What follows belongs to an exercise in optimizing a design on an open flow for small area and a short achievable clock period; a production flow would make more cautious choices. Only the layout flow was run in this run; the RTL was not checked for function there. Power figures rest on the tool's default switching activity, not on a simulated workload.

==> flow/config.mk <==
export PLATFORM = sky130hd
export DESIGN_NAME = ip_stride
export DESIGN_NICKNAME = ip_stride
export VERILOG_FILES = /design/flow/design.v
export SDC_FILE = /design/flow/constraint.sdc
export NUM_CORES = 4
export LEC_CHECK = 0
export CAP_MARGIN = 20
export CORE_MARGIN = 2
export CORE_UTILIZATION = 40
export SETUP_SLACK_MARGIN = 5
export SLEW_MARGIN = 20
export SYNTH_HIERARCHICAL = 1
==> flow/constraint.sdc <==
create_clock -name core_clock -period 20.0 [get_ports {clk}]
set_input_delay 4.0000 -clock core_clock [delete_from_list [all_inputs] [get_ports {clk}]]
set_output_delay 4.0000 -clock core_clock [all_outputs]
set_load 0.01 [all_outputs]
==> flow/design.v <==
module ip_stride #(parameter IP_TRACKER_COUNT = 8)
(
	input   logic 			clk,
	input   logic 			rst,
	input   logic   [63:0]  addr_i,
	input 	logic 	[63:0]	ip_i,
	output 	logic 	[63:0]	pref_addr1_o,
	output 	logic 	        pref_valid1_o,
	output 	logic 	[63:0]	pref_addr2_o,
	output 	logic 	        pref_valid2_o,
	output 	logic 	[63:0]	pref_addr3_o,
	output 	logic 	        pref_valid3_o
);
localparam N = IP_TRACKER_COUNT;
localparam CW = 58;
logic [63:0]   ip       [N];
logic [CW-1:0] last_cla [N];
logic [CW-1:0] pred     [N];
logic [N-1:0]  vld;
logic [N-1:0]  lru;
logic          pref_valid1, pref_valid2, pref_valid3;
logic [CW-1:0] cla;
assign cla = addr_i[63:6];
logic          ip_zero;
logic [N-1:0]  ne, vmatch, match, sel, victim, wsel;
logic          hit;
logic ip_nz;
ips_nz64 u_zero (.a(ip_i), .nz(ip_nz));
assign ip_zero = ~ip_nz;
genvar gi;
generate
	for (gi = 0; gi < N; gi++) begin : g_cmp
		ips_ne64 u_ne (.a(ip[gi]), .b(ip_i), .ne(ne[gi]));
	end
endgenerate
logic nohit;
ips_match #(.N(N)) u_match (.ne(ne), .nvld(~vld), .ipz(ip_zero), .vmatch(vmatch), .match(match), .nohit(nohit));
assign hit = ~nohit;
always_comb begin
	sel = '0;
	for (int i = 0; i < N; i++) begin
		sel[i] = match[i];
		for (int j = i + 1; j < N; j++)
			if (match[j]) sel[i] = 1'b0;
	end
end
always_comb begin
	victim = '0;
	for (int i = 0; i < N; i++) begin
		victim[i] = ~lru[i];
		for (int j = 0; j < i; j++)
			if (~lru[j]) victim[i] = 1'b0;
	end
end
logic [N*CW-1:0] lc_flat, pr_flat;
always_comb begin
	for (int i = 0; i < N; i++) begin
		lc_flat[i*CW +: CW] = last_cla[i];
		pr_flat[i*CW +: CW] = pred[i];
	end
end
logic [CW-1:0] lsel, nlsel, rd_pred;
logic [CW-1:0] rd_cla;
logic [N-1:0]  vm_l, vm_p;
ips_vm #(.N(N)) u_vm_l (.ne(ne), .nvld(~vld), .vm(vm_l));
ips_vm #(.N(N)) u_vm_p (.ne(ne), .nvld(~vld), .vm(vm_p));
ips_sel8 #(.W(CW)) u_lsel (.sel(vm_l), .d(lc_flat), .q(rd_cla));
localparam NG = 4;
logic [NG-1:0] nohit_d;
generate
	for (gi = 0; gi < NG; gi++) begin : g_nh
		ips_nohit #(.N(N)) u (.ne(ne), .nvld(~vld), .ipz(ip_zero), .nohit(nohit_d[gi]));
	end
	for (gi = 0; gi < CW; gi++) begin : g_nl
		ips_aoi21 u (.a1(nohit_d[gi * NG / CW]), .a2(cla[gi]), .b1(rd_cla[gi]), .y(nlsel[gi]));
	end
endgenerate
assign lsel = ~nlsel;
ips_sel8 #(.W(CW)) u_psel (.sel(vm_p), .d(pr_flat), .q(rd_pred));
logic [CW-1:0] p1, p2, p3;
ips_pref #(.W(CW)) u_pref (.c(cla), .nl(nlsel), .p1(p1), .p2(p2), .p3(p3));
assign pref_addr1_o = {p1, 6'b000000};
assign pref_addr2_o = {p2, 6'b000000};
assign pref_addr3_o = {p3, 6'b000000};
assign pref_valid1_o = pref_valid1;
assign pref_valid2_o = pref_valid2;
assign pref_valid3_o = pref_valid3;
logic stride_nz, we, stride_match;
assign stride_nz    = (cla != lsel);
assign we           = ~hit | stride_nz;
assign wsel         = hit ? sel : victim;
assign stride_match = (cla == rd_pred);
logic [N-1:0] lru_set, lru_nxt;
assign lru_set = lru | wsel;
assign lru_nxt = (&lru_set) ? wsel : lru_set;
localparam TW = 64 + 2*CW;
logic [N-1:0] wen, nwen;
logic [TW-1:0] tr_q [N];
logic [TW-1:0] tr_d [N];
assign wen  = {N{we}} & wsel;
assign nwen = ~wen;
generate
	for (gi = 0; gi < N; gi++) begin : g_hold
		assign tr_q[gi] = {ip[gi], last_cla[gi], pred[gi]};
		ips_hold #(.W(TW)) u_hold (.en(wen[gi]), .nen(nwen[gi]), .d({ip_i, cla, p1}), .q(tr_q[gi]), .y(tr_d[gi]));
	end
endgenerate
always_ff @(posedge clk) begin
	for (int i = 0; i < N; i++)
		{ip[i], last_cla[i], pred[i]} <= tr_d[i];
end
always_ff @(posedge clk) begin
	if (rst) begin
		vld         <= '0;
		lru         <= '0;
		pref_valid1 <= 1'b0;
		pref_valid2 <= 1'b0;
		pref_valid3 <= 1'b0;
	end else if (we) begin
		vld <= vld | wsel;
		lru <= lru_nxt;
		if (hit) begin
			pref_valid1 <= stride_match & (p1[CW-1:6] == cla[CW-1:6]);
			pref_valid2 <= stride_match & (p2[CW-1:6] == cla[CW-1:6]);
			pref_valid3 <= stride_match & (p3[CW-1:6] == cla[CW-1:6]);
		end
	end
end
endmodule  
module ips_aoi21 (input logic a1, input logic a2, input logic b1, output logic y);
assign y = ~((a1 & a2) | b1);
endmodule
module ips_sel8 #(parameter W = 58)
(
	input  logic [7:0]     sel,
	input  logic [8*W-1:0] d,
	output logic [W-1:0]   q
);
always_comb begin
	q = '0;
	for (int i = 0; i < 8; i++)
		q = q | ({W{sel[i]}} & d[i*W +: W]);
end
endmodule
module ips_hold #(parameter W = 180)
(
	input  logic         en,
	input  logic         nen,
	input  logic [W-1:0] d,
	input  logic [W-1:0] q,
	output logic [W-1:0] y
);
assign y = ({W{en}} & d) | ({W{nen}} & q);
endmodule
module ips_match #(parameter N = 8)
(
	input  logic [N-1:0] ne,
	input  logic [N-1:0] nvld,
	input  logic         ipz,
	output logic [N-1:0] vmatch,
	output logic [N-1:0] match,
	output logic         nohit
);
assign vmatch = ~(ne | nvld);
assign match  = vmatch | (nvld & {N{ipz}});
assign nohit  = ~(|vmatch) & ~(ipz & (|nvld));
endmodule
module ips_vm #(parameter N = 8)
(
	input  logic [N-1:0] ne,
	input  logic [N-1:0] nvld,
	output logic [N-1:0] vm
);
assign vm = ~(ne | nvld);
endmodule
module ips_nohit #(parameter N = 8)
(
	input  logic [N-1:0] ne,
	input  logic [N-1:0] nvld,
	input  logic         ipz,
	output logic         nohit
);
assign nohit = ~(|(~(ne | nvld))) & ~(ipz & (|nvld));
endmodule
module ips_xor2 (input logic a, input logic b, output logic y);
assign y = a ^ b;
endmodule
module ips_xnor2 (input logic a, input logic b, output logic y);
assign y = ~(a ^ b);
endmodule
module ips_and2 (input logic a, input logic b, output logic y);
assign y = a & b;
endmodule
module ips_nor2 (input logic a, input logic b, output logic y);
assign y = ~(a | b);
endmodule
module ips_nand2 (input logic a, input logic b, output logic y);
assign y = ~(a & b);
endmodule
module ips_ao21 (input logic g, input logic p, input logic x, output logic y);
assign y = g | (p & x);
endmodule
module ips_gp (input logic gh, input logic ph, input logic gl, input logic pl,
               output logic g, output logic p);
assign g = gh | (ph & gl);
assign p = ph & pl;
endmodule
module ips_pg (input logic a, input logic b, output logic p, output logic g);
ips_xor2 u_p (.a(a), .b(b), .y(p));
ips_and2 u_g (.a(a), .b(b), .y(g));
endmodule
module ips_ne64
(
	input  logic [63:0] a,
	input  logic [63:0] b,
	output logic        ne
);
logic [63:0] d;
genvar i;
generate
	for (i = 0; i < 64; i++) begin : g_d
		ips_xor2 u (.a(a[i]), .b(b[i]), .y(d[i]));
	end
endgenerate
ips_or64t u_t (.d(d), .y(ne));
endmodule
module ips_nz64
(
	input  logic [63:0] a,
	output logic        nz
);
ips_or64t u_t (.d(a), .y(nz));
endmodule
module ips_or64t
(
	input  logic [63:0] d,
	output logic        y
);
logic [21:0] e1;
logic [7:0]  n2;
logic [2:0]  e3;
genvar i;
generate
	for (i = 0; i < 20; i++) begin : g_e1
		ips_nor3 u (.a(d[3*i]), .b(d[3*i+1]), .c(d[3*i+2]), .y(e1[i]));
	end
	ips_nor2 u_e1_20 (.a(d[60]), .b(d[61]), .y(e1[20]));
	ips_nor2 u_e1_21 (.a(d[62]), .b(d[63]), .y(e1[21]));
	for (i = 0; i < 6; i++) begin : g_n2
		ips_nand3 u (.a(e1[3*i]), .b(e1[3*i+1]), .c(e1[3*i+2]), .y(n2[i]));
	end
	ips_nand2 u_n2_6 (.a(e1[18]), .b(e1[19]), .y(n2[6]));
	ips_nand2 u_n2_7 (.a(e1[20]), .b(e1[21]), .y(n2[7]));
	for (i = 0; i < 2; i++) begin : g_e3
		ips_nor3 u (.a(n2[3*i]), .b(n2[3*i+1]), .c(n2[3*i+2]), .y(e3[i]));
	end
	ips_nor2 u_e3_2 (.a(n2[6]), .b(n2[7]), .y(e3[2]));
endgenerate
ips_nand3 u_top (.a(e3[0]), .b(e3[1]), .c(e3[2]), .y(y));
endmodule
module ips_nor3 (input logic a, input logic b, input logic c, output logic y);
assign y = ~(a | b | c);
endmodule
module ips_nand3 (input logic a, input logic b, input logic c, output logic y);
assign y = ~(a & b & c);
endmodule
module ips_pref #(parameter W = 58)
(
	input  logic [W-1:0] c,
	input  logic [W-1:0] nl,
	output logic [W-1:0] p1,
	output logic [W-1:0] p2,
	output logic [W-1:0] p3
);
logic [W-1:0] nl2, c2, c4;
assign nl2 = {nl[W-2:0], 1'b1};
assign c2  = {c[W-2:0], 1'b0};
assign c4  = {c[W-3:0], 2'b00};
logic [W-1:0] t2, g2, s2, k2v;
logic [W-1:0] u3, h3, s3, k3v;
genvar i;
generate
	for (i = 0; i < W; i++) begin : g_csa
		ips_pg   u_t2 (.a(c[i]), .b(c2[i]), .p(t2[i]), .g(g2[i]));
		ips_xor2 u_s2 (.a(t2[i]), .b(nl2[i]), .y(s2[i]));
		ips_ao21 u_k2 (.g(g2[i]), .p(t2[i]), .x(nl2[i]), .y(k2v[i]));
		ips_pg   u_u3 (.a(nl[i]), .b(nl2[i]), .p(u3[i]), .g(h3[i]));
		ips_xor2 u_s3 (.a(u3[i]), .b(c4[i]), .y(s3[i]));
		ips_ao21 u_k3 (.g(h3[i]), .p(u3[i]), .x(c4[i]), .y(k3v[i]));
	end
endgenerate
logic [W-1:0] k2, k3;
assign k2 = {k2v[W-2:0], 1'b0};
assign k3 = {k3v[W-2:0], 1'b1};
ips_add u_add1 (.a(c2), .b(nl), .cin(1'b1), .s(p1));
ips_add u_add2 (.a(s2), .b(k2), .cin(1'b1), .s(p2));
ips_add u_add3 (.a(s3), .b(k3), .cin(1'b1), .s(p3));
endmodule
module ips_add
(
	input  logic [57:0] a,
	input  logic [57:0] b,
	input  logic        cin,
	output logic [57:0] s
);
logic [57:0] hp, hg;
genvar i;
generate
	for (i = 0; i < 58; i++) begin : g_pg
		ips_pg u (.a(a[i]), .b(b[i]), .p(hp[i]), .g(hg[i]));
	end
endgenerate
logic g0;
ips_ao21 u_g0 (.g(hg[0]), .p(hp[0]), .x(cin), .y(g0));
logic g1_1, g1_3, p1_3, g1_5, p1_5, g1_7, p1_7, g1_9, p1_9, g1_11, p1_11, g1_13, p1_13, g1_15, p1_15, g1_17, p1_17, g1_19, p1_19, g1_21, p1_21, g1_23, p1_23, g1_25, p1_25, g1_27, p1_27, g1_29, p1_29, g1_31, p1_31, g1_33, p1_33, g1_35, p1_35, g1_37, p1_37, g1_39, p1_39, g1_41, p1_41, g1_43, p1_43, g1_45, p1_45, g1_47, p1_47, g1_49, p1_49, g1_51, p1_51, g1_53, p1_53, g1_55, p1_55, g1_57, p1_57, g2_2, g2_3, g2_6, p2_6, g2_7, p2_7, g2_10, p2_10, g2_11, p2_11, g2_14, p2_14, g2_15, p2_15, g2_18, p2_18, g2_19, p2_19, g2_22, p2_22, g2_23, p2_23, g2_26, p2_26, g2_27, p2_27, g2_30, p2_30, g2_31, p2_31, g2_34, p2_34, g2_35, p2_35, g2_38, p2_38, g2_39, p2_39, g2_42, p2_42, g2_43, p2_43, g2_46, p2_46, g2_47, p2_47, g2_50, p2_50, g2_51, p2_51, g2_54, p2_54, g2_55, p2_55, g3_4, g3_5, g3_6, g3_7, g3_12, p3_12, g3_13, p3_13, g3_14, p3_14, g3_15, p3_15, g3_20, p3_20, g3_21, p3_21, g3_22, p3_22, g3_23, p3_23, g3_28, p3_28, g3_29, p3_29, g3_30, p3_30, g3_31, p3_31, g3_36, p3_36, g3_37, p3_37, g3_38, p3_38, g3_39, p3_39, g3_44, p3_44, g3_45, p3_45, g3_46, p3_46, g3_47, p3_47, g3_52, p3_52, g3_53, p3_53, g3_54, p3_54, g3_55, p3_55, g4_8, g4_9, g4_10, g4_11, g4_12, g4_13, g4_14, g4_15, g4_24, p4_24, g4_25, p4_25, g4_26, p4_26, g4_27, p4_27, g4_28, p4_28, g4_29, p4_29, g4_30, p4_30, g4_31, p4_31, g4_40, p4_40, g4_41, p4_41, g4_42, p4_42, g4_43, p4_43, g4_44, p4_44, g4_45, p4_45, g4_46, p4_46, g4_47, p4_47, g4_56, p4_56, g4_57, p4_57, g5_16, g5_17, g5_18, g5_19, g5_20, g5_21, g5_22, g5_23, g5_24, g5_25, g5_26, g5_27, g5_28, g5_29, g5_30, g5_31, g5_48, p5_48, g5_49, p5_49, g5_50, p5_50, g5_51, p5_51, g5_52, p5_52, g5_53, p5_53, g5_54, p5_54, g5_55, p5_55, g5_56, p5_56, g5_57, p5_57, g6_32, g6_33, g6_34, g6_35, g6_36, g6_37, g6_38, g6_39, g6_40, g6_41, g6_42, g6_43, g6_44, g6_45, g6_46, g6_47, g6_48, g6_49, g6_50, g6_51, g6_52, g6_53, g6_54, g6_55, g6_56, g6_57;
ips_nd00g u_n1_1 (.gh(hg[1]), .ph(hp[1]), .gl(g0), .y(g1_1));
ips_nd00f u_n1_3 (.gh(hg[3]), .ph(hp[3]), .gl(hg[2]), .pl(hp[2]), .yg(g1_3), .yp(p1_3));
ips_nd00f u_n1_5 (.gh(hg[5]), .ph(hp[5]), .gl(hg[4]), .pl(hp[4]), .yg(g1_5), .yp(p1_5));
ips_nd00f u_n1_7 (.gh(hg[7]), .ph(hp[7]), .gl(hg[6]), .pl(hp[6]), .yg(g1_7), .yp(p1_7));
ips_nd00f u_n1_9 (.gh(hg[9]), .ph(hp[9]), .gl(hg[8]), .pl(hp[8]), .yg(g1_9), .yp(p1_9));
ips_nd00f u_n1_11 (.gh(hg[11]), .ph(hp[11]), .gl(hg[10]), .pl(hp[10]), .yg(g1_11), .yp(p1_11));
ips_nd00f u_n1_13 (.gh(hg[13]), .ph(hp[13]), .gl(hg[12]), .pl(hp[12]), .yg(g1_13), .yp(p1_13));
ips_nd00f u_n1_15 (.gh(hg[15]), .ph(hp[15]), .gl(hg[14]), .pl(hp[14]), .yg(g1_15), .yp(p1_15));
ips_nd00f u_n1_17 (.gh(hg[17]), .ph(hp[17]), .gl(hg[16]), .pl(hp[16]), .yg(g1_17), .yp(p1_17));
ips_nd00f u_n1_19 (.gh(hg[19]), .ph(hp[19]), .gl(hg[18]), .pl(hp[18]), .yg(g1_19), .yp(p1_19));
ips_nd00f u_n1_21 (.gh(hg[21]), .ph(hp[21]), .gl(hg[20]), .pl(hp[20]), .yg(g1_21), .yp(p1_21));
ips_nd00f u_n1_23 (.gh(hg[23]), .ph(hp[23]), .gl(hg[22]), .pl(hp[22]), .yg(g1_23), .yp(p1_23));
ips_nd00f u_n1_25 (.gh(hg[25]), .ph(hp[25]), .gl(hg[24]), .pl(hp[24]), .yg(g1_25), .yp(p1_25));
ips_nd00f u_n1_27 (.gh(hg[27]), .ph(hp[27]), .gl(hg[26]), .pl(hp[26]), .yg(g1_27), .yp(p1_27));
ips_nd00f u_n1_29 (.gh(hg[29]), .ph(hp[29]), .gl(hg[28]), .pl(hp[28]), .yg(g1_29), .yp(p1_29));
ips_nd00f u_n1_31 (.gh(hg[31]), .ph(hp[31]), .gl(hg[30]), .pl(hp[30]), .yg(g1_31), .yp(p1_31));
ips_nd00f u_n1_33 (.gh(hg[33]), .ph(hp[33]), .gl(hg[32]), .pl(hp[32]), .yg(g1_33), .yp(p1_33));
ips_nd00f u_n1_35 (.gh(hg[35]), .ph(hp[35]), .gl(hg[34]), .pl(hp[34]), .yg(g1_35), .yp(p1_35));
ips_nd00f u_n1_37 (.gh(hg[37]), .ph(hp[37]), .gl(hg[36]), .pl(hp[36]), .yg(g1_37), .yp(p1_37));
ips_nd00f u_n1_39 (.gh(hg[39]), .ph(hp[39]), .gl(hg[38]), .pl(hp[38]), .yg(g1_39), .yp(p1_39));
ips_nd00f u_n1_41 (.gh(hg[41]), .ph(hp[41]), .gl(hg[40]), .pl(hp[40]), .yg(g1_41), .yp(p1_41));
ips_nd00f u_n1_43 (.gh(hg[43]), .ph(hp[43]), .gl(hg[42]), .pl(hp[42]), .yg(g1_43), .yp(p1_43));
ips_nd00f u_n1_45 (.gh(hg[45]), .ph(hp[45]), .gl(hg[44]), .pl(hp[44]), .yg(g1_45), .yp(p1_45));
ips_nd00f u_n1_47 (.gh(hg[47]), .ph(hp[47]), .gl(hg[46]), .pl(hp[46]), .yg(g1_47), .yp(p1_47));
ips_nd00f u_n1_49 (.gh(hg[49]), .ph(hp[49]), .gl(hg[48]), .pl(hp[48]), .yg(g1_49), .yp(p1_49));
ips_nd00f u_n1_51 (.gh(hg[51]), .ph(hp[51]), .gl(hg[50]), .pl(hp[50]), .yg(g1_51), .yp(p1_51));
ips_nd00f u_n1_53 (.gh(hg[53]), .ph(hp[53]), .gl(hg[52]), .pl(hp[52]), .yg(g1_53), .yp(p1_53));
ips_nd00f u_n1_55 (.gh(hg[55]), .ph(hp[55]), .gl(hg[54]), .pl(hp[54]), .yg(g1_55), .yp(p1_55));
ips_nd00f u_n1_57 (.gh(hg[57]), .ph(hp[57]), .gl(hg[56]), .pl(hp[56]), .yg(g1_57), .yp(p1_57));
ips_nd01g u_n2_2 (.gh(hg[2]), .ph(hp[2]), .gl(g1_1), .y(g2_2));
ips_nd11g u_n2_3 (.gh(g1_3), .ph(p1_3), .gl(g1_1), .y(g2_3));
ips_nd01f u_n2_6 (.gh(hg[6]), .ph(hp[6]), .gl(g1_5), .pl(p1_5), .yg(g2_6), .yp(p2_6));
ips_nd11f u_n2_7 (.gh(g1_7), .ph(p1_7), .gl(g1_5), .pl(p1_5), .yg(g2_7), .yp(p2_7));
ips_nd01f u_n2_10 (.gh(hg[10]), .ph(hp[10]), .gl(g1_9), .pl(p1_9), .yg(g2_10), .yp(p2_10));
ips_nd11f u_n2_11 (.gh(g1_11), .ph(p1_11), .gl(g1_9), .pl(p1_9), .yg(g2_11), .yp(p2_11));
ips_nd01f u_n2_14 (.gh(hg[14]), .ph(hp[14]), .gl(g1_13), .pl(p1_13), .yg(g2_14), .yp(p2_14));
ips_nd11f u_n2_15 (.gh(g1_15), .ph(p1_15), .gl(g1_13), .pl(p1_13), .yg(g2_15), .yp(p2_15));
ips_nd01f u_n2_18 (.gh(hg[18]), .ph(hp[18]), .gl(g1_17), .pl(p1_17), .yg(g2_18), .yp(p2_18));
ips_nd11f u_n2_19 (.gh(g1_19), .ph(p1_19), .gl(g1_17), .pl(p1_17), .yg(g2_19), .yp(p2_19));
ips_nd01f u_n2_22 (.gh(hg[22]), .ph(hp[22]), .gl(g1_21), .pl(p1_21), .yg(g2_22), .yp(p2_22));
ips_nd11f u_n2_23 (.gh(g1_23), .ph(p1_23), .gl(g1_21), .pl(p1_21), .yg(g2_23), .yp(p2_23));
ips_nd01f u_n2_26 (.gh(hg[26]), .ph(hp[26]), .gl(g1_25), .pl(p1_25), .yg(g2_26), .yp(p2_26));
ips_nd11f u_n2_27 (.gh(g1_27), .ph(p1_27), .gl(g1_25), .pl(p1_25), .yg(g2_27), .yp(p2_27));
ips_nd01f u_n2_30 (.gh(hg[30]), .ph(hp[30]), .gl(g1_29), .pl(p1_29), .yg(g2_30), .yp(p2_30));
ips_nd11f u_n2_31 (.gh(g1_31), .ph(p1_31), .gl(g1_29), .pl(p1_29), .yg(g2_31), .yp(p2_31));
ips_nd01f u_n2_34 (.gh(hg[34]), .ph(hp[34]), .gl(g1_33), .pl(p1_33), .yg(g2_34), .yp(p2_34));
ips_nd11f u_n2_35 (.gh(g1_35), .ph(p1_35), .gl(g1_33), .pl(p1_33), .yg(g2_35), .yp(p2_35));
ips_nd01f u_n2_38 (.gh(hg[38]), .ph(hp[38]), .gl(g1_37), .pl(p1_37), .yg(g2_38), .yp(p2_38));
ips_nd11f u_n2_39 (.gh(g1_39), .ph(p1_39), .gl(g1_37), .pl(p1_37), .yg(g2_39), .yp(p2_39));
ips_nd01f u_n2_42 (.gh(hg[42]), .ph(hp[42]), .gl(g1_41), .pl(p1_41), .yg(g2_42), .yp(p2_42));
ips_nd11f u_n2_43 (.gh(g1_43), .ph(p1_43), .gl(g1_41), .pl(p1_41), .yg(g2_43), .yp(p2_43));
ips_nd01f u_n2_46 (.gh(hg[46]), .ph(hp[46]), .gl(g1_45), .pl(p1_45), .yg(g2_46), .yp(p2_46));
ips_nd11f u_n2_47 (.gh(g1_47), .ph(p1_47), .gl(g1_45), .pl(p1_45), .yg(g2_47), .yp(p2_47));
ips_nd01f u_n2_50 (.gh(hg[50]), .ph(hp[50]), .gl(g1_49), .pl(p1_49), .yg(g2_50), .yp(p2_50));
ips_nd11f u_n2_51 (.gh(g1_51), .ph(p1_51), .gl(g1_49), .pl(p1_49), .yg(g2_51), .yp(p2_51));
ips_nd01f u_n2_54 (.gh(hg[54]), .ph(hp[54]), .gl(g1_53), .pl(p1_53), .yg(g2_54), .yp(p2_54));
ips_nd11f u_n2_55 (.gh(g1_55), .ph(p1_55), .gl(g1_53), .pl(p1_53), .yg(g2_55), .yp(p2_55));
ips_nd00g u_n3_4 (.gh(hg[4]), .ph(hp[4]), .gl(g2_3), .y(g3_4));
ips_nd10g u_n3_5 (.gh(g1_5), .ph(p1_5), .gl(g2_3), .y(g3_5));
ips_nd10g u_n3_6 (.gh(g2_6), .ph(p2_6), .gl(g2_3), .y(g3_6));
ips_nd00g u_n3_7 (.gh(g2_7), .ph(p2_7), .gl(g2_3), .y(g3_7));
ips_nd00f u_n3_12 (.gh(hg[12]), .ph(hp[12]), .gl(g2_11), .pl(p2_11), .yg(g3_12), .yp(p3_12));
ips_nd10f u_n3_13 (.gh(g1_13), .ph(p1_13), .gl(g2_11), .pl(p2_11), .yg(g3_13), .yp(p3_13));
ips_nd10f u_n3_14 (.gh(g2_14), .ph(p2_14), .gl(g2_11), .pl(p2_11), .yg(g3_14), .yp(p3_14));
ips_nd00f u_n3_15 (.gh(g2_15), .ph(p2_15), .gl(g2_11), .pl(p2_11), .yg(g3_15), .yp(p3_15));
ips_nd00f u_n3_20 (.gh(hg[20]), .ph(hp[20]), .gl(g2_19), .pl(p2_19), .yg(g3_20), .yp(p3_20));
ips_nd10f u_n3_21 (.gh(g1_21), .ph(p1_21), .gl(g2_19), .pl(p2_19), .yg(g3_21), .yp(p3_21));
ips_nd10f u_n3_22 (.gh(g2_22), .ph(p2_22), .gl(g2_19), .pl(p2_19), .yg(g3_22), .yp(p3_22));
ips_nd00f u_n3_23 (.gh(g2_23), .ph(p2_23), .gl(g2_19), .pl(p2_19), .yg(g3_23), .yp(p3_23));
ips_nd00f u_n3_28 (.gh(hg[28]), .ph(hp[28]), .gl(g2_27), .pl(p2_27), .yg(g3_28), .yp(p3_28));
ips_nd10f u_n3_29 (.gh(g1_29), .ph(p1_29), .gl(g2_27), .pl(p2_27), .yg(g3_29), .yp(p3_29));
ips_nd10f u_n3_30 (.gh(g2_30), .ph(p2_30), .gl(g2_27), .pl(p2_27), .yg(g3_30), .yp(p3_30));
ips_nd00f u_n3_31 (.gh(g2_31), .ph(p2_31), .gl(g2_27), .pl(p2_27), .yg(g3_31), .yp(p3_31));
ips_nd00f u_n3_36 (.gh(hg[36]), .ph(hp[36]), .gl(g2_35), .pl(p2_35), .yg(g3_36), .yp(p3_36));
ips_nd10f u_n3_37 (.gh(g1_37), .ph(p1_37), .gl(g2_35), .pl(p2_35), .yg(g3_37), .yp(p3_37));
ips_nd10f u_n3_38 (.gh(g2_38), .ph(p2_38), .gl(g2_35), .pl(p2_35), .yg(g3_38), .yp(p3_38));
ips_nd00f u_n3_39 (.gh(g2_39), .ph(p2_39), .gl(g2_35), .pl(p2_35), .yg(g3_39), .yp(p3_39));
ips_nd00f u_n3_44 (.gh(hg[44]), .ph(hp[44]), .gl(g2_43), .pl(p2_43), .yg(g3_44), .yp(p3_44));
ips_nd10f u_n3_45 (.gh(g1_45), .ph(p1_45), .gl(g2_43), .pl(p2_43), .yg(g3_45), .yp(p3_45));
ips_nd10f u_n3_46 (.gh(g2_46), .ph(p2_46), .gl(g2_43), .pl(p2_43), .yg(g3_46), .yp(p3_46));
ips_nd00f u_n3_47 (.gh(g2_47), .ph(p2_47), .gl(g2_43), .pl(p2_43), .yg(g3_47), .yp(p3_47));
ips_nd00f u_n3_52 (.gh(hg[52]), .ph(hp[52]), .gl(g2_51), .pl(p2_51), .yg(g3_52), .yp(p3_52));
ips_nd10f u_n3_53 (.gh(g1_53), .ph(p1_53), .gl(g2_51), .pl(p2_51), .yg(g3_53), .yp(p3_53));
ips_nd10f u_n3_54 (.gh(g2_54), .ph(p2_54), .gl(g2_51), .pl(p2_51), .yg(g3_54), .yp(p3_54));
ips_nd00f u_n3_55 (.gh(g2_55), .ph(p2_55), .gl(g2_51), .pl(p2_51), .yg(g3_55), .yp(p3_55));
ips_nd01g u_n4_8 (.gh(hg[8]), .ph(hp[8]), .gl(g3_7), .y(g4_8));
ips_nd11g u_n4_9 (.gh(g1_9), .ph(p1_9), .gl(g3_7), .y(g4_9));
ips_nd11g u_n4_10 (.gh(g2_10), .ph(p2_10), .gl(g3_7), .y(g4_10));
ips_nd01g u_n4_11 (.gh(g2_11), .ph(p2_11), .gl(g3_7), .y(g4_11));
ips_nd11g u_n4_12 (.gh(g3_12), .ph(p3_12), .gl(g3_7), .y(g4_12));
ips_nd01g u_n4_13 (.gh(g3_13), .ph(p3_13), .gl(g3_7), .y(g4_13));
ips_nd01g u_n4_14 (.gh(g3_14), .ph(p3_14), .gl(g3_7), .y(g4_14));
ips_nd11g u_n4_15 (.gh(g3_15), .ph(p3_15), .gl(g3_7), .y(g4_15));
ips_nd01f u_n4_24 (.gh(hg[24]), .ph(hp[24]), .gl(g3_23), .pl(p3_23), .yg(g4_24), .yp(p4_24));
ips_nd11f u_n4_25 (.gh(g1_25), .ph(p1_25), .gl(g3_23), .pl(p3_23), .yg(g4_25), .yp(p4_25));
ips_nd11f u_n4_26 (.gh(g2_26), .ph(p2_26), .gl(g3_23), .pl(p3_23), .yg(g4_26), .yp(p4_26));
ips_nd01f u_n4_27 (.gh(g2_27), .ph(p2_27), .gl(g3_23), .pl(p3_23), .yg(g4_27), .yp(p4_27));
ips_nd11f u_n4_28 (.gh(g3_28), .ph(p3_28), .gl(g3_23), .pl(p3_23), .yg(g4_28), .yp(p4_28));
ips_nd01f u_n4_29 (.gh(g3_29), .ph(p3_29), .gl(g3_23), .pl(p3_23), .yg(g4_29), .yp(p4_29));
ips_nd01f u_n4_30 (.gh(g3_30), .ph(p3_30), .gl(g3_23), .pl(p3_23), .yg(g4_30), .yp(p4_30));
ips_nd11f u_n4_31 (.gh(g3_31), .ph(p3_31), .gl(g3_23), .pl(p3_23), .yg(g4_31), .yp(p4_31));
ips_nd01f u_n4_40 (.gh(hg[40]), .ph(hp[40]), .gl(g3_39), .pl(p3_39), .yg(g4_40), .yp(p4_40));
ips_nd11f u_n4_41 (.gh(g1_41), .ph(p1_41), .gl(g3_39), .pl(p3_39), .yg(g4_41), .yp(p4_41));
ips_nd11f u_n4_42 (.gh(g2_42), .ph(p2_42), .gl(g3_39), .pl(p3_39), .yg(g4_42), .yp(p4_42));
ips_nd01f u_n4_43 (.gh(g2_43), .ph(p2_43), .gl(g3_39), .pl(p3_39), .yg(g4_43), .yp(p4_43));
ips_nd11f u_n4_44 (.gh(g3_44), .ph(p3_44), .gl(g3_39), .pl(p3_39), .yg(g4_44), .yp(p4_44));
ips_nd01f u_n4_45 (.gh(g3_45), .ph(p3_45), .gl(g3_39), .pl(p3_39), .yg(g4_45), .yp(p4_45));
ips_nd01f u_n4_46 (.gh(g3_46), .ph(p3_46), .gl(g3_39), .pl(p3_39), .yg(g4_46), .yp(p4_46));
ips_nd11f u_n4_47 (.gh(g3_47), .ph(p3_47), .gl(g3_39), .pl(p3_39), .yg(g4_47), .yp(p4_47));
ips_nd01f u_n4_56 (.gh(hg[56]), .ph(hp[56]), .gl(g3_55), .pl(p3_55), .yg(g4_56), .yp(p4_56));
ips_nd11f u_n4_57 (.gh(g1_57), .ph(p1_57), .gl(g3_55), .pl(p3_55), .yg(g4_57), .yp(p4_57));
ips_nd00g u_n5_16 (.gh(hg[16]), .ph(hp[16]), .gl(g4_15), .y(g5_16));
ips_nd10g u_n5_17 (.gh(g1_17), .ph(p1_17), .gl(g4_15), .y(g5_17));
ips_nd10g u_n5_18 (.gh(g2_18), .ph(p2_18), .gl(g4_15), .y(g5_18));
ips_nd00g u_n5_19 (.gh(g2_19), .ph(p2_19), .gl(g4_15), .y(g5_19));
ips_nd10g u_n5_20 (.gh(g3_20), .ph(p3_20), .gl(g4_15), .y(g5_20));
ips_nd00g u_n5_21 (.gh(g3_21), .ph(p3_21), .gl(g4_15), .y(g5_21));
ips_nd00g u_n5_22 (.gh(g3_22), .ph(p3_22), .gl(g4_15), .y(g5_22));
ips_nd10g u_n5_23 (.gh(g3_23), .ph(p3_23), .gl(g4_15), .y(g5_23));
ips_nd10g u_n5_24 (.gh(g4_24), .ph(p4_24), .gl(g4_15), .y(g5_24));
ips_nd00g u_n5_25 (.gh(g4_25), .ph(p4_25), .gl(g4_15), .y(g5_25));
ips_nd00g u_n5_26 (.gh(g4_26), .ph(p4_26), .gl(g4_15), .y(g5_26));
ips_nd10g u_n5_27 (.gh(g4_27), .ph(p4_27), .gl(g4_15), .y(g5_27));
ips_nd00g u_n5_28 (.gh(g4_28), .ph(p4_28), .gl(g4_15), .y(g5_28));
ips_nd10g u_n5_29 (.gh(g4_29), .ph(p4_29), .gl(g4_15), .y(g5_29));
ips_nd10g u_n5_30 (.gh(g4_30), .ph(p4_30), .gl(g4_15), .y(g5_30));
ips_nd00g u_n5_31 (.gh(g4_31), .ph(p4_31), .gl(g4_15), .y(g5_31));
ips_nd00f u_n5_48 (.gh(hg[48]), .ph(hp[48]), .gl(g4_47), .pl(p4_47), .yg(g5_48), .yp(p5_48));
ips_nd10f u_n5_49 (.gh(g1_49), .ph(p1_49), .gl(g4_47), .pl(p4_47), .yg(g5_49), .yp(p5_49));
ips_nd10f u_n5_50 (.gh(g2_50), .ph(p2_50), .gl(g4_47), .pl(p4_47), .yg(g5_50), .yp(p5_50));
ips_nd00f u_n5_51 (.gh(g2_51), .ph(p2_51), .gl(g4_47), .pl(p4_47), .yg(g5_51), .yp(p5_51));
ips_nd10f u_n5_52 (.gh(g3_52), .ph(p3_52), .gl(g4_47), .pl(p4_47), .yg(g5_52), .yp(p5_52));
ips_nd00f u_n5_53 (.gh(g3_53), .ph(p3_53), .gl(g4_47), .pl(p4_47), .yg(g5_53), .yp(p5_53));
ips_nd00f u_n5_54 (.gh(g3_54), .ph(p3_54), .gl(g4_47), .pl(p4_47), .yg(g5_54), .yp(p5_54));
ips_nd10f u_n5_55 (.gh(g3_55), .ph(p3_55), .gl(g4_47), .pl(p4_47), .yg(g5_55), .yp(p5_55));
ips_nd10f u_n5_56 (.gh(g4_56), .ph(p4_56), .gl(g4_47), .pl(p4_47), .yg(g5_56), .yp(p5_56));
ips_nd00f u_n5_57 (.gh(g4_57), .ph(p4_57), .gl(g4_47), .pl(p4_47), .yg(g5_57), .yp(p5_57));
ips_nd01g u_n6_32 (.gh(hg[32]), .ph(hp[32]), .gl(g5_31), .y(g6_32));
ips_nd11g u_n6_33 (.gh(g1_33), .ph(p1_33), .gl(g5_31), .y(g6_33));
ips_nd11g u_n6_34 (.gh(g2_34), .ph(p2_34), .gl(g5_31), .y(g6_34));
ips_nd01g u_n6_35 (.gh(g2_35), .ph(p2_35), .gl(g5_31), .y(g6_35));
ips_nd11g u_n6_36 (.gh(g3_36), .ph(p3_36), .gl(g5_31), .y(g6_36));
ips_nd01g u_n6_37 (.gh(g3_37), .ph(p3_37), .gl(g5_31), .y(g6_37));
ips_nd01g u_n6_38 (.gh(g3_38), .ph(p3_38), .gl(g5_31), .y(g6_38));
ips_nd11g u_n6_39 (.gh(g3_39), .ph(p3_39), .gl(g5_31), .y(g6_39));
ips_nd11g u_n6_40 (.gh(g4_40), .ph(p4_40), .gl(g5_31), .y(g6_40));
ips_nd01g u_n6_41 (.gh(g4_41), .ph(p4_41), .gl(g5_31), .y(g6_41));
ips_nd01g u_n6_42 (.gh(g4_42), .ph(p4_42), .gl(g5_31), .y(g6_42));
ips_nd11g u_n6_43 (.gh(g4_43), .ph(p4_43), .gl(g5_31), .y(g6_43));
ips_nd01g u_n6_44 (.gh(g4_44), .ph(p4_44), .gl(g5_31), .y(g6_44));
ips_nd11g u_n6_45 (.gh(g4_45), .ph(p4_45), .gl(g5_31), .y(g6_45));
ips_nd11g u_n6_46 (.gh(g4_46), .ph(p4_46), .gl(g5_31), .y(g6_46));
ips_nd01g u_n6_47 (.gh(g4_47), .ph(p4_47), .gl(g5_31), .y(g6_47));
ips_nd11g u_n6_48 (.gh(g5_48), .ph(p5_48), .gl(g5_31), .y(g6_48));
ips_nd01g u_n6_49 (.gh(g5_49), .ph(p5_49), .gl(g5_31), .y(g6_49));
ips_nd01g u_n6_50 (.gh(g5_50), .ph(p5_50), .gl(g5_31), .y(g6_50));
ips_nd11g u_n6_51 (.gh(g5_51), .ph(p5_51), .gl(g5_31), .y(g6_51));
ips_nd01g u_n6_52 (.gh(g5_52), .ph(p5_52), .gl(g5_31), .y(g6_52));
ips_nd11g u_n6_53 (.gh(g5_53), .ph(p5_53), .gl(g5_31), .y(g6_53));
ips_nd11g u_n6_54 (.gh(g5_54), .ph(p5_54), .gl(g5_31), .y(g6_54));
ips_nd01g u_n6_55 (.gh(g5_55), .ph(p5_55), .gl(g5_31), .y(g6_55));
ips_nd01g u_n6_56 (.gh(g5_56), .ph(p5_56), .gl(g5_31), .y(g6_56));
ips_nd11g u_n6_57 (.gh(g5_57), .ph(p5_57), .gl(g5_31), .y(g6_57));
ips_xor2 u_s0 (.a(hp[0]), .b(cin), .y(s[0]));
ips_xor2 u_s1 (.a(hp[1]), .b(g0), .y(s[1]));
ips_xnor2 u_s2 (.a(hp[2]), .b(g1_1), .y(s[2]));
ips_xnor2 u_s3 (.a(hp[3]), .b(g2_2), .y(s[3]));
ips_xor2 u_s4 (.a(hp[4]), .b(g2_3), .y(s[4]));
ips_xnor2 u_s5 (.a(hp[5]), .b(g3_4), .y(s[5]));
ips_xor2 u_s6 (.a(hp[6]), .b(g3_5), .y(s[6]));
ips_xor2 u_s7 (.a(hp[7]), .b(g3_6), .y(s[7]));
ips_xnor2 u_s8 (.a(hp[8]), .b(g3_7), .y(s[8]));
ips_xnor2 u_s9 (.a(hp[9]), .b(g4_8), .y(s[9]));
ips_xor2 u_s10 (.a(hp[10]), .b(g4_9), .y(s[10]));
ips_xor2 u_s11 (.a(hp[11]), .b(g4_10), .y(s[11]));
ips_xnor2 u_s12 (.a(hp[12]), .b(g4_11), .y(s[12]));
ips_xor2 u_s13 (.a(hp[13]), .b(g4_12), .y(s[13]));
ips_xnor2 u_s14 (.a(hp[14]), .b(g4_13), .y(s[14]));
ips_xnor2 u_s15 (.a(hp[15]), .b(g4_14), .y(s[15]));
ips_xor2 u_s16 (.a(hp[16]), .b(g4_15), .y(s[16]));
ips_xnor2 u_s17 (.a(hp[17]), .b(g5_16), .y(s[17]));
ips_xor2 u_s18 (.a(hp[18]), .b(g5_17), .y(s[18]));
ips_xor2 u_s19 (.a(hp[19]), .b(g5_18), .y(s[19]));
ips_xnor2 u_s20 (.a(hp[20]), .b(g5_19), .y(s[20]));
ips_xor2 u_s21 (.a(hp[21]), .b(g5_20), .y(s[21]));
ips_xnor2 u_s22 (.a(hp[22]), .b(g5_21), .y(s[22]));
ips_xnor2 u_s23 (.a(hp[23]), .b(g5_22), .y(s[23]));
ips_xor2 u_s24 (.a(hp[24]), .b(g5_23), .y(s[24]));
ips_xor2 u_s25 (.a(hp[25]), .b(g5_24), .y(s[25]));
ips_xnor2 u_s26 (.a(hp[26]), .b(g5_25), .y(s[26]));
ips_xnor2 u_s27 (.a(hp[27]), .b(g5_26), .y(s[27]));
ips_xor2 u_s28 (.a(hp[28]), .b(g5_27), .y(s[28]));
ips_xnor2 u_s29 (.a(hp[29]), .b(g5_28), .y(s[29]));
ips_xor2 u_s30 (.a(hp[30]), .b(g5_29), .y(s[30]));
ips_xor2 u_s31 (.a(hp[31]), .b(g5_30), .y(s[31]));
ips_xnor2 u_s32 (.a(hp[32]), .b(g5_31), .y(s[32]));
ips_xnor2 u_s33 (.a(hp[33]), .b(g6_32), .y(s[33]));
ips_xor2 u_s34 (.a(hp[34]), .b(g6_33), .y(s[34]));
ips_xor2 u_s35 (.a(hp[35]), .b(g6_34), .y(s[35]));
ips_xnor2 u_s36 (.a(hp[36]), .b(g6_35), .y(s[36]));
ips_xor2 u_s37 (.a(hp[37]), .b(g6_36), .y(s[37]));
ips_xnor2 u_s38 (.a(hp[38]), .b(g6_37), .y(s[38]));
ips_xnor2 u_s39 (.a(hp[39]), .b(g6_38), .y(s[39]));
ips_xor2 u_s40 (.a(hp[40]), .b(g6_39), .y(s[40]));
ips_xor2 u_s41 (.a(hp[41]), .b(g6_40), .y(s[41]));
ips_xnor2 u_s42 (.a(hp[42]), .b(g6_41), .y(s[42]));
ips_xnor2 u_s43 (.a(hp[43]), .b(g6_42), .y(s[43]));
ips_xor2 u_s44 (.a(hp[44]), .b(g6_43), .y(s[44]));
ips_xnor2 u_s45 (.a(hp[45]), .b(g6_44), .y(s[45]));
ips_xor2 u_s46 (.a(hp[46]), .b(g6_45), .y(s[46]));
ips_xor2 u_s47 (.a(hp[47]), .b(g6_46), .y(s[47]));
ips_xnor2 u_s48 (.a(hp[48]), .b(g6_47), .y(s[48]));
ips_xor2 u_s49 (.a(hp[49]), .b(g6_48), .y(s[49]));
ips_xnor2 u_s50 (.a(hp[50]), .b(g6_49), .y(s[50]));
ips_xnor2 u_s51 (.a(hp[51]), .b(g6_50), .y(s[51]));
ips_xor2 u_s52 (.a(hp[52]), .b(g6_51), .y(s[52]));
ips_xnor2 u_s53 (.a(hp[53]), .b(g6_52), .y(s[53]));
ips_xor2 u_s54 (.a(hp[54]), .b(g6_53), .y(s[54]));
ips_xor2 u_s55 (.a(hp[55]), .b(g6_54), .y(s[55]));
ips_xnor2 u_s56 (.a(hp[56]), .b(g6_55), .y(s[56]));
ips_xnor2 u_s57 (.a(hp[57]), .b(g6_56), .y(s[57]));
endmodule
module ips_nd00f (input logic gh, input logic ph, input logic gl, input logic pl,
                  output logic yg, output logic yp);
assign yg = ~(gh | (ph & gl));
assign yp = ~(ph & pl);
endmodule
module ips_nd00g (input logic gh, input logic ph, input logic gl, output logic y);
assign y = ~(gh | (ph & gl));
endmodule
module ips_nd01f (input logic gh, input logic ph, input logic gl, input logic pl,
                  output logic yg, output logic yp);
assign yg = ~(gh | (ph & ~gl));
assign yp = ~(ph & ~pl);
endmodule
module ips_nd01g (input logic gh, input logic ph, input logic gl, output logic y);
assign y = ~(gh | (ph & ~gl));
endmodule
module ips_nd10f (input logic gh, input logic ph, input logic gl, input logic pl,
                  output logic yg, output logic yp);
assign yg = (~gh | (~ph & gl));
assign yp = (~ph & pl);
endmodule
module ips_nd10g (input logic gh, input logic ph, input logic gl, output logic y);
assign y = (~gh | (~ph & gl));
endmodule
module ips_nd11f (input logic gh, input logic ph, input logic gl, input logic pl,
                  output logic yg, output logic yp);
assign yg = (~gh | (~ph & ~gl));
assign yp = (~ph & ~pl);
endmodule
module ips_nd11g (input logic gh, input logic ph, input logic gl, output logic y);
assign y = (~gh | (~ph & ~gl));
endmodule
==> flow/flow/run.sh <==
#!/bin/bash
# Layout flow: the standard flow (standard synthesis unchanged), with
#  - a setup margin for the resizer's timing repair,
#  - plain buffers (instead of the default delay-cell buffers) on the ports,
#  - a clock tree of mid-size clock buffers over larger sink clusters,
#    without dummy loads.
# Each tool's full output goes to the ORFS logs under orfs/logs; make's own
# output goes to standard.log.
set -euo pipefail
MARGIN=${MARGIN:-7}
bash standard.sh \
  SETUP_SLACK_MARGIN=$MARGIN \
  "BUFFER_PORTS_ARGS=-buffer_cell sky130_fd_sc_hd__buf_2" \
  "CTS_ARGS=-sink_clustering_enable -repair_clock_nets -dont_use_dummy_load -buf_list sky130_fd_sc_hd__clkbuf_8 -sink_clustering_size 16 -sink_clustering_max_diameter 50" \
  finish > standard.log 2>&1
==> flow/standard.sh <==
#!/bin/bash
# synth_recipe.tcl (not shown) runs the flow's synth.tcl, then flattens the netlist and writes it again
# the make line also repeats each setting of config.mk as NAME=value (left out here)
make -C /OpenROAD-flow-scripts/flow DESIGN_CONFIG=/design/flow/config.mk WORK_HOME=/design/flow/orfs CLKGATE_MAP_FILE= SYNTH_SCRIPT=/design/flow/synth_recipe.tcl "${@:-finish}"
==> flow_summary.html <==
<table>
<tr><th>Metric</th><th>Value</th></tr>
<tr><th colspan="2">Timing</th></tr>
<tr><td>Number of failing hold endpoints at the final stage</td><td>0</td></tr>
<tr><td>Final worst path period share</td><td>66.04%</td></tr>
<tr><td>Final setup viols</td><td>0</td></tr>
<tr><td>Number of max-slew violations in the final report</td><td>0</td></tr>
<tr><td>Clock skew after layout</td><td>139.7 ps</td></tr>
<tr><td>Achievable Freq</td><td>75.71 MHz</td></tr>
<tr><td>Final-layout worst hold slack</td><td>470.3 ps</td></tr>
<tr><td>Setup total negative slack</td><td>0 ps</td></tr>
<tr><td>Slew headroom</td><td>11.45%</td></tr>
<tr><td>Worst setup slack after layout</td><td>6791 ps</td></tr>
<tr><td>Slew at the pin closest to its max-slew limit</td><td>1324 ps</td></tr>
<tr><td>Unrepaired setup endpoints after global routing</td><td>yes</td></tr>
<tr><td>Clock period minus worst slack</td><td>13,210 ps</td></tr>
<tr><th colspan="2">Cells and area</th></tr>
<tr><td>Commonest cells after routing, fill and taps aside</td><td>sky130_fd_sc_hd__dfxtp_1, sky130_fd_sc_hd__a22o_1, sky130_fd_sc_hd__xor2_1</td></tr>
<tr><td>Fraction of layout cells with a size suffix above 1</td><td>26.27%</td></tr>
<tr><td>Post-layout instance area</td><td>0.08880 mm^2</td></tr>
<tr><td>Leading cell type in the layout, fill and taps excluded</td><td>sky130_fd_sc_hd__dfxtp_1</td></tr>
<tr><td>Area Growth Syn to Fin</td><td>19.35%</td></tr>
<tr><td>Fin nets</td><td>8,111</td></tr>
<tr><td>Post-layout instance count excluding filler cells</td><td>10,460</td></tr>
<tr><td>FILL cells</td><td>16,910</td></tr>
<tr><th colspan="2">Critical path</th></tr>
<tr><td>Signal arrival time at the worst endpoint</td><td>9210 ps</td></tr>
<tr><td>Highest fanout seen on the critical path</td><td>17</td></tr>
<tr><td>Buf+Inv Stages, Crit Path</td><td>7</td></tr>
<tr><td>Max stage delay on crit path</td><td>440 ps</td></tr>
<tr><td>CP max stage cell</td><td>sky130_fd_sc_hd__nor3_4</td></tr>
<tr><td>Family with the most delay on the worst path</td><td>simple AND/OR/NAND/NOR gates</td></tr>
<tr><td>Element type at the critical path start</td><td>primary input</td></tr>
<tr><td>Type of the worst setup path</td><td>primary input to output port</td></tr>
<tr><td>Required time worst endpoint</td><td>16,000 ps</td></tr>
<tr><td>Critical path capture point type</td><td>output port</td></tr>
<tr><th colspan="2">Routing</th></tr>
<tr><td>Length of the first detailed-routing pass in iterations</td><td>8</td></tr>
<tr><td>Detailed Route WL</td><td>289,500 um</td></tr>
<tr><td>Violation count after the first detailed-routing iteration</td><td>6,850</td></tr>
<tr><td>Post-DR vias/cell</td><td>6.115</td></tr>
<tr><td>DRC violation count after routing</td><td>0</td></tr>
<tr><td>Vias</td><td>63,980</td></tr>
<tr><td>Detailed-route wire length per cell</td><td>27.67 um</td></tr>
<tr><td>Post-route ant nets</td><td>0</td></tr>
<tr><th colspan="2">GRT</th></tr>
<tr><td>Overall Global Routing Usage</td><td>27.86%</td></tr>
<tr><td>First-pass GRT wire length</td><td>402,400 um</td></tr>
<tr><td>Via count of the first global-routing pass</td><td>60,440</td></tr>
<tr><td>Initial antenna violation count</td><td>33</td></tr>
<tr><td>Largest net degree at the start of global routing</td><td>137</td></tr>
<tr><td>Overflow after GRT</td><td>0</td></tr>
<tr><th colspan="2">Placed design</th></tr>
<tr><td>Worst setup slack before clock tree synthesis</td><td>4109 ps</td></tr>
<tr><td>Area post-placement</td><td>0.07720 mm^2</td></tr>
<tr><td>Number of instances in the placed design</td><td>9,834</td></tr>
<tr><td>Final estimated routing congestion in global placement</td><td>0.9477</td></tr>
<tr><td>Final HPWL DP</td><td>165,900 um</td></tr>
<tr><td>Count of port buffers added during placement</td><td>300</td></tr>
<tr><th colspan="2">Power</th></tr>
<tr><td>Total power per unit cell area</td><td>98.88 mW/mm^2</td></tr>
<tr><td>Worst supply voltage drop on vdd</td><td>51.18 uV</td></tr>
<tr><td>Switching power</td><td>3.247 mW</td></tr>
<tr><td>Internal power</td><td>5.533 mW</td></tr>
<tr><td>Relative contribution of the clock network to total power</td><td>19.0%</td></tr>
<tr><td>Static leakage</td><td>36.21 nW</td></tr>
<tr><td>Seq pwr share</td><td>43.6%</td></tr>
<tr><td>Proportion of total power due to net switching</td><td>36.98%</td></tr>
<tr><td>Combinational Power Share</td><td>37.4%</td></tr>
<tr><th colspan="2">Clocking</th></tr>
<tr><td>Hold buffer count at CTS</td><td>0</td></tr>
<tr><td>H-tree level count</td><td>4</td></tr>
<tr><td>Master cell of the clock root buffer</td><td>sky130_fd_sc_hd__clkbuf_8</td></tr>
<tr><td>Number of buffers between clock root and the deepest sink</td><td>3</td></tr>
<tr><td>Clock tree from TritonCTS</td><td>yes</td></tr>
<tr><td>Clock transition at the registers of the reported paths</td><td>60 ps</td></tr>
<tr><td>Number of CTS-inserted buffers</td><td>149</td></tr>
<tr><td>Insertion delay of the later-clocked pin in the worst-skew pair</td><td>940 ps</td></tr>
<tr><td>CTS sink count</td><td>1,459</td></tr>
<tr><th colspan="2">Hold path</th></tr>
<tr><td>Class of the tightest hold or removal check</td><td>register to register</td></tr>
<tr><th colspan="2">Synth</th></tr>
<tr><td>Post-synthesis average cell area</td><td>10.09 um^2</td></tr>
<tr><td>Cell area after technology mapping</td><td>0.07440 mm^2</td></tr>
<tr><td>Syn. warnings</td><td>17</td></tr>
<tr><td>Synth Instances</td><td>7,376</td></tr>
<tr><th colspan="2">Floorplan</th></tr>
<tr><td>Core footprint</td><td>0.1850 mm^2</td></tr>
<tr><td>Die Y</td><td>435.3 um</td></tr>
<tr><td>Number of placement rows</td><td>158</td></tr>
<tr><td>Floorplan die area</td><td>0.1895 mm^2</td></tr>
<tr><td>Starting Density</td><td>40.21%</td></tr>
<tr><td>Ports</td><td>325</td></tr>
<tr><td>Width of the die</td><td>435.3 um</td></tr>
<tr><th colspan="2">Flow run</th></tr>
<tr><td>Max Cap Violations</td><td>0</td></tr>
<tr><th colspan="2">Status</th></tr>
<tr><td>Status</td><td>no timing/DRC/antenna violations</td></tr>
</table>
-- layer usage --
| metal | wire length (um) | GRT usage [%] | part of all wire, % |
|---|---|---|---|
| met3 | 26630 | 5.857 | 9.2 |
| met4 | 20170 | 16.23 | 7.0 |
| met1 | 116500 | 35.95 | 40 |
| met2 | 126000 | 42.94 | 44 |
| met5 | 213 | 0 | 0.074 |
-- layout make-up --
class	count	area [um^2]	share of cell area, %
diodes	4	10.01	0.01127
clock buffers	149	2051	2.309
inverters	229	919.6	1.036
multi-input cells	5238	45340	51.06
flip-flops and latches	1459	29210	32.89
well taps	2480	3103	3.494
repair buffers	904	8168	9.198
-- registers in the layout (all words and copies together) (netlist names) --
signal / flops
ip: 512
last_cla: 464
pred: 464
lru: 8
vld: 8
pref_valid1: 1
pref_valid2: 1
pref_valid3: 1
-- power groups by stage --
stage          combinational (mW)  sequential, mW  clock, mW
5_1_grt                      3.42            3.89       1.80
6_report                     3.28            3.83       1.67
2_1_floorplan                1.74            3.80          0
3_5_place_dp                 2.65            3.87          0
3_3_place_gp                 2.60            3.85          0
4_1_cts                      2.91            3.82       1.70
-- what timing repair did --
item	in CTS	in global routing
setup buffers	207	230
gates cloned	6	33
endpoints found under the setup margin	167	111
resized for setup	435	435
pin swaps	114	186
-- stage by stage --
step,utilization [%],total power [mW]
after floorplan,-,5.544
final,47.99,8.781
after global placement,41.71,6.453
after detailed placement,41.72,6.520
after global routing,47.99,9.117
after CTS,45.26,8.432
-- worst paths after layout --
path / cells past startpoint / slack, ps / from / end
worst max-delay path: 26 / 6790 / ip_i[25] / pref_addr3_o[59]
worst min-delay path: 1 / 470 / last_cla[7][36] / last_cla[7][36]
worst max register to register: 21 / 12310 / ip[7][2] / pred[6][42]
worst min register to register: 1 / 470 / last_cla[7][36] / last_cla[7][36]

## afterwards: timing with drivers on the ports
No port has a modelled driver above. Below, the same layout with a new extraction and two added sets of constraints.
Step 1 (the two cells are an assumption about what drives the block):
set clk [get_ports {clk}]
set_driving_cell -lib_cell sky130_fd_sc_hd__clkbuf_16 $clk
set_driving_cell -lib_cell sky130_fd_sc_hd__buf_2 [delete_from_list [all_inputs] $clk]
Step 2, shift: input delay + t, output delay - t, t = (earliest + latest rising clock arrival at the registers) / 2. This alone moves slack from input paths to output paths.
Three values: no drivers, after step 1, after step 2; two values: the first two.
t, ns: 0.949
slack for setup (ns): 6.791 / 6.740 / 6.740
worst hold slack (ns): 0.470 / 0.470 / 0.470
After both steps setup and hold are still met in this run. The setup slack of this run moves by -0.051 ns with the drivers and by -0.051 ns with both steps.
